This is an optimization exercise on Yosys and OpenROAD, whose aim is a short achievable clock period and few clock cycles per item, not a production implementation. RTL that was checked went through simulation tests only; none was proved equivalent to the original. No activity file was given, so power comes from the tool's default toggle rates.

==> flow/design.v (excerpt) <==
module rv32_pipe_cpu(
    input clk,
    input rst_n,
    output [31:0] imem_addr,
    input  [31:0] imem_rdata,
    output [31:0] dmem_addr,
    output [31:0] dmem_wdata,
    output        dmem_we,
    input  [31:0] dmem_rdata,
    output        debug_wb_have_inst,
    output [31:0] debug_wb_pc,
    output        debug_wb_ena,
    output [4:0]  debug_wb_reg,
    output [31:0] debug_wb_value
);
Settings: LEC_CHECK=0, ABC_CLOCK_PERIOD_IN_PS=2500, CAP_MARGIN=20, CORE_MARGIN=2, CORE_UTILIZATION=40, GPL_TIMING_DRIVEN=1, SETUP_SLACK_MARGIN=5, SLEW_MARGIN=20; clock period 10.0 ns.
run.sh (not shown) runs the stock make flow with config.mk's settings and CLKGATE_MAP_FILE= SYNTH_SCRIPT=/design/flow/synth_recipe.tcl, a recipe that flattens the netlist after the stock synthesis.
The first run went through all stages and came out clean.
Then changed:
==> flow/flow/run.sh (new file) <==
#!/bin/bash
set -euo pipefail
export SETUP_SLACK_MARGIN=7
bash standard.sh > standard.log 2>&1
==> flow/standard.sh (new file) <==
#!/bin/bash
# synth_recipe.tcl (not shown) runs the flow's synth.tcl, then flattens the netlist and writes it again
# the make line also repeats each setting of config.mk as NAME=value (left out here)
make -C /OpenROAD-flow-scripts/flow DESIGN_CONFIG=/design/flow/config.mk WORK_HOME=/design/flow/orfs CLKGATE_MAP_FILE= SYNTH_SCRIPT=/design/flow/synth_recipe.tcl "${@:-finish}"
- SETUP_SLACK_MARGIN: 5 -> unset
removed: flow/run.sh
- The changed run produced a clean layout
- final area goes up by 15%
- utilization goes up by 6.8 points
- die area stays the same
- final cell count goes up by 7.3%
- power goes up by 6.1%
- synthesized area is unchanged
- via count goes up by 10%
No functional check of the RTL was part of any run of this note.

---

Another version of the RTL of rv32_pipe_cpu (not shown whole).
Size: ~2000 flip-flops, ~98000 um2 of cells after synthesis.
clock: 10.0 ns
lec_check: 0
abc_clock_period_in_ps: 2500
cap_margin: 20
core_margin: 2
core_utilization: 55
cts_cluster_diameter: 80
cts_cluster_size: 20
gpl_timing_driven: 1
slew_margin: 20
standard.sh (not shown) runs the stock make flow with config.mk's settings and CLKGATE_MAP_FILE= SYNTH_SCRIPT=/design/flow/synth_recipe.tcl, a recipe that flattens the netlist after the stock synthesis.
==> flow/flow/run.sh <==
#!/bin/bash
# The standard layout (standard.sh) with the settings in env.sh:
# environment variables, and make variables in MAKE_ARGS.
set -euo pipefail
MAKE_ARGS=()
source flow/env.sh
bash standard.sh "${MAKE_ARGS[@]}" finish > standard.log 2>&1
Other scripts of this flow, unchanged in this note and not shown: flow/flow/env.sh
The baseline finished but fails on capacitance limit.
Testbench counts at the start, summed over its fixed seeds: cycles 28,776, instrs 26,430.
Edit:
--- a/flow/config.mk
+++ b/flow/config.mk
@@ -8,3 +8,3 @@
 export ABC_CLOCK_PERIOD_IN_PS = 2500
-export CAP_MARGIN = 20
+export CAP_MARGIN = 30
 export CORE_MARGIN = 2
@@ -14,2 +14,2 @@
 export GPL_TIMING_DRIVEN = 1
-export SLEW_MARGIN = 20
+export SLEW_MARGIN = 30
Effect:
- This time the run completed without violations
- area after synthesis does not change
- first-iteration DRC count shrinks by 4.1%
- cell area hardly moves
- sequential share of layout area barely changes
- sequential power hardly moves
- flip-flop and latch count is unchanged
- via count barely changes

---

Another version of the RTL of rv32_pipe_cpu (not shown whole).
Size in the first run: ~9900 cells after synthesis, roughly 230 I/O pins, about 100000 µm² of cells after synthesis.
==> flow/config.mk <==
export PLATFORM = sky130hd
export DESIGN_NAME = rv32_pipe_cpu
export DESIGN_NICKNAME = rv32_pipe_cpu
export VERILOG_FILES = /design/flow/design.v
export SDC_FILE = /design/flow/constraint.sdc
export NUM_CORES = 8
export LEC_CHECK = 0
export ABC_CLOCK_PERIOD_IN_PS = 2500
export CAP_MARGIN = 20
export CORE_MARGIN = 2
export CORE_UTILIZATION = 45
export CTS_CLUSTER_DIAMETER = 80
export CTS_CLUSTER_SIZE = 20
export GPL_TIMING_DRIVEN = 1
export SLEW_MARGIN = 20
==> flow/constraint.sdc <==
create_clock -name core_clock -period 10.0 [get_ports {clk}]
set_input_delay 2.0000 -clock core_clock [delete_from_list [all_inputs] [get_ports {clk}]]
set_output_delay 2.0000 -clock core_clock [all_outputs]
set_load 0.01 [all_outputs]
==> flow/flow/env.sh <==
export SETUP_SLACK_MARGIN=7
# Port buffers: a strong buffer instead of the smallest one.
export BUFFER_PORTS_ARGS="-buffer_cell sky130_fd_sc_hd__buf_8"
# Leave adders to ABC (no fixed full/half-adder cells in the carry paths).
export ADDER_MAP_FILE=
# Make variables: the platform's don't-use cells plus slow cells ABC tends to
# chain (high-stack OR/NOR and complex AOI/OAI, majority, adder, 3-input XOR).
MAKE_ARGS=("DONT_USE_CELLS= sky130_fd_sc_hd__probe_p_8 sky130_fd_sc_hd__probec_p_8 sky130_fd_sc_hd__lpflow_bleeder_1 sky130_fd_sc_hd__lpflow_clkbufkapwr_1 sky130_fd_sc_hd__lpflow_clkbufkapwr_16 sky130_fd_sc_hd__lpflow_clkbufkapwr_2 sky130_fd_sc_hd__lpflow_clkbufkapwr_4 sky130_fd_sc_hd__lpflow_clkbufkapwr_8 sky130_fd_sc_hd__lpflow_clkinvkapwr_1 sky130_fd_sc_hd__lpflow_clkinvkapwr_16 sky130_fd_sc_hd__lpflow_clkinvkapwr_2 sky130_fd_sc_hd__lpflow_clkinvkapwr_4 sky130_fd_sc_hd__lpflow_clkinvkapwr_8 sky130_fd_sc_hd__lpflow_decapkapwr_12 sky130_fd_sc_hd__lpflow_decapkapwr_3 sky130_fd_sc_hd__lpflow_decapkapwr_4 sky130_fd_sc_hd__lpflow_decapkapwr_6 sky130_fd_sc_hd__lpflow_decapkapwr_8 sky130_fd_sc_hd__lpflow_inputiso0n_1 sky130_fd_sc_hd__lpflow_inputiso0p_1 sky130_fd_sc_hd__lpflow_inputiso1n_1 sky130_fd_sc_hd__lpflow_inputiso1p_1 sky130_fd_sc_hd__lpflow_inputisolatch_1 sky130_fd_sc_hd__lpflow_isobufsrc_1 sky130_fd_sc_hd__lpflow_isobufsrc_16 sky130_fd_sc_hd__lpflow_isobufsrc_2 sky130_fd_sc_hd__lpflow_isobufsrc_4 sky130_fd_sc_hd__lpflow_isobufsrc_8 sky130_fd_sc_hd__lpflow_isobufsrckapwr_16 sky130_fd_sc_hd__lpflow_lsbuf_lh_hl_isowell_tap_1 sky130_fd_sc_hd__lpflow_lsbuf_lh_hl_isowell_tap_2 sky130_fd_sc_hd__lpflow_lsbuf_lh_hl_isowell_tap_4 sky130_fd_sc_hd__lpflow_lsbuf_lh_isowell_4 sky130_fd_sc_hd__lpflow_lsbuf_lh_isowell_tap_1 sky130_fd_sc_hd__lpflow_lsbuf_lh_isowell_tap_2 sky130_fd_sc_hd__lpflow_lsbuf_lh_isowell_tap_4  sky130_fd_sc_hd__or3_* sky130_fd_sc_hd__or3b_* sky130_fd_sc_hd__or4_* sky130_fd_sc_hd__or4b_* sky130_fd_sc_hd__or4bb_* sky130_fd_sc_hd__nor3_* sky130_fd_sc_hd__nor3b_* sky130_fd_sc_hd__nor4_* sky130_fd_sc_hd__nor4b_* sky130_fd_sc_hd__nor4bb_* sky130_fd_sc_hd__o41a_* sky130_fd_sc_hd__o41ai_* sky130_fd_sc_hd__o311a_* sky130_fd_sc_hd__o311ai_* sky130_fd_sc_hd__a2111o_* sky130_fd_sc_hd__a2111oi_* sky130_fd_sc_hd__o32a_* sky130_fd_sc_hd__o32ai_* sky130_fd_sc_hd__maj3_* sky130_fd_sc_hd__fa_* sky130_fd_sc_hd__ha_* sky130_fd_sc_hd__xnor3_* sky130_fd_sc_hd__xor3_* sky130_fd_sc_hd__mux4_* sky130_fd_sc_hd__a211o_* sky130_fd_sc_hd__a211oi_* sky130_fd_sc_hd__o211a_* sky130_fd_sc_hd__o211ai_* sky130_fd_sc_hd__a311o_* sky130_fd_sc_hd__a311oi_* sky130_fd_sc_hd__o31a_* sky130_fd_sc_hd__o31ai_* sky130_fd_sc_hd__a31o_* sky130_fd_sc_hd__a31oi_* sky130_fd_sc_hd__a41o_* sky130_fd_sc_hd__a41oi_* sky130_fd_sc_hd__a32o_* sky130_fd_sc_hd__a32oi_* sky130_fd_sc_hd__o2111a_* sky130_fd_sc_hd__o2111ai_* sky130_fd_sc_hd__a222oi_*")
Scripts as last shown in full above: flow/flow/run.sh
Testbench counts at the start, summed over its fixed seeds: cycles 27,131, instrs 26,430.
==> next run, changes <==
- CORE_UTILIZATION: 45 -> 55
=> Utilization climbs by 14 points. Worst hold slack barely changes. Clock-buffer cell count shrinks by 11. Combinational power rises by 7.9%.
==> next run, changes <==
--- a/flow/flow/env.sh
+++ b/flow/flow/env.sh
@@ -1,3 +1,3 @@
-export SETUP_SLACK_MARGIN=7
+export SETUP_SLACK_MARGIN=6.5
 # Port buffers: a strong buffer instead of the smallest one.
 export BUFFER_PORTS_ARGS="-buffer_cell sky130_fd_sc_hd__buf_8"
After rerunning:
- core utilization shrinks by 8.8 points
- flip-flop and latch count stays the same
- sequential power is lower by about 0.9%
- design area decreases by 12%
- wire length went down by 11%
- die area stays the same
- first-iteration DRC count goes down by 19%
- critical path depth climbs by 3
- power fell by 4.4%
- setup slack gains 0.034 ns
- clock skew came out higher by 0.0055 ns

---

rv32_pipe_cpu, a different RTL version from the one above (not shown whole).
For scale: about 9100 cells after synthesis, about 230 I/O pins, about 0.098 sq mm of cells after synthesis.
export LEC_CHECK = 0
export ABC_CLOCK_PERIOD_IN_PS = 2500
export CAP_MARGIN = 30
export CORE_MARGIN = 2
export CORE_UTILIZATION = 55
export CTS_CLUSTER_DIAMETER = 80
export CTS_CLUSTER_SIZE = 20
export GPL_TIMING_DRIVEN = 1
export PLACE_DENSITY = 0.75
export SLEW_MARGIN = 30
create_clock -name core_clock -period 10.0 [get_ports {clk}]
Scripts as last shown in full above: flow/flow/run.sh
Other scripts of this flow, unchanged in this note and not shown: flow/flow/env.sh
Testbench counts at the start, summed over its fixed seeds: cycles 29,016, instrs 26,430.
Then changed:
--- a/flow/config.mk
+++ b/flow/config.mk
@@ -11 +11 @@
-export CORE_UTILIZATION = 55
+export CORE_UTILIZATION = 62
@@ -15 +15 @@
-export PLACE_DENSITY = 0.75
+export PLACE_DENSITY = 0.7
What happened: The new run completed without violations; hold slack loses 0.038 ns; clock skew grows by 0.028 ns; power falls by about 1.8%; maximum frequency stays flat; routed wire length went up by about 0.9%; die area came out lower by about 11%; final cell count went down by 1.7%; final area falls by 0.38%; sequential cell count stays the same.
Then changed:
--- a/flow/config.mk
+++ b/flow/config.mk
@@ -11 +11 @@
-export CORE_UTILIZATION = 62
+export CORE_UTILIZATION = 55
@@ -15 +14,0 @@
-export PLACE_DENSITY = 0.7
After rerunning: The changed run completed with no timing, DRC or antenna violations. Hold slack gains 0.034 ns. Total power goes down by 0.41%. Cell area hardly moves. Wire length goes up by 2.0%. Synthesized area is unchanged. Global-route usage goes down by 4.6 points. Die area goes up by 13%. First-iteration DRC count goes down by 4.4%.

==> separate check: timing with driven ports <==
The results above use ideal ports. As a check the final layouts listed here were re-extracted and re-timed, cells and wires unchanged.
Step 1, drivers: a clkbuf_16 drives clk and a buf_2 each remaining input, both assumed.
Step 2 also shifts input and output timing later by t, the mid clock arrival at the registers, as if the neighbouring blocks saw the same clock.
a / b / c = ideal / step 1 / step 2; a / b = the first two.
| run | shift t [ns] | setup slack, ns | slew at the worst register clock pin (ns) |
|---|---|---|---|
| the first run of note 1 | 1.018 | 4.815 / 4.815 / 4.815 | 0.08 / 0.08 |
| the second run of note 1 | 1.028 | 5.321 / 5.321 / 5.321 | 0.07 / 0.07 |
| the first run of note 2 | 0.932 | 6.220 / 6.267 / 5.335 | 0.10 / 0.10 |
| the second run of note 2 | 0.917 | 6.496 / 6.496 / 6.099 | 0.10 / 0.10 |
| the first run of note 3 | 0.933 | 6.156 / 6.156 / 5.407 | 0.10 / 0.10 |
| the second run of note 3 | 0.941 | 6.135 / 6.135 / 5.392 | 0.10 / 0.10 |
| the third run of note 3 | 0.955 | 6.168 / 6.169 / 5.399 | 0.10 / 0.10 |
| the first run of note 4 | 0.925 | 6.596 / 6.549 / 5.930 | 0.10 / 0.10 |
| the second run of note 4 | 0.920 | 6.599 / 6.508 / 6.154 | 0.09 / 0.09 |
| the third run of note 4 | 0.933 | 6.608 / 6.522 / 6.222 | 0.10 / 0.10 |
The setup slack of the first run of note 2, which loses most, moves by +0.047 ns with the drivers and by -0.885 ns with both steps.
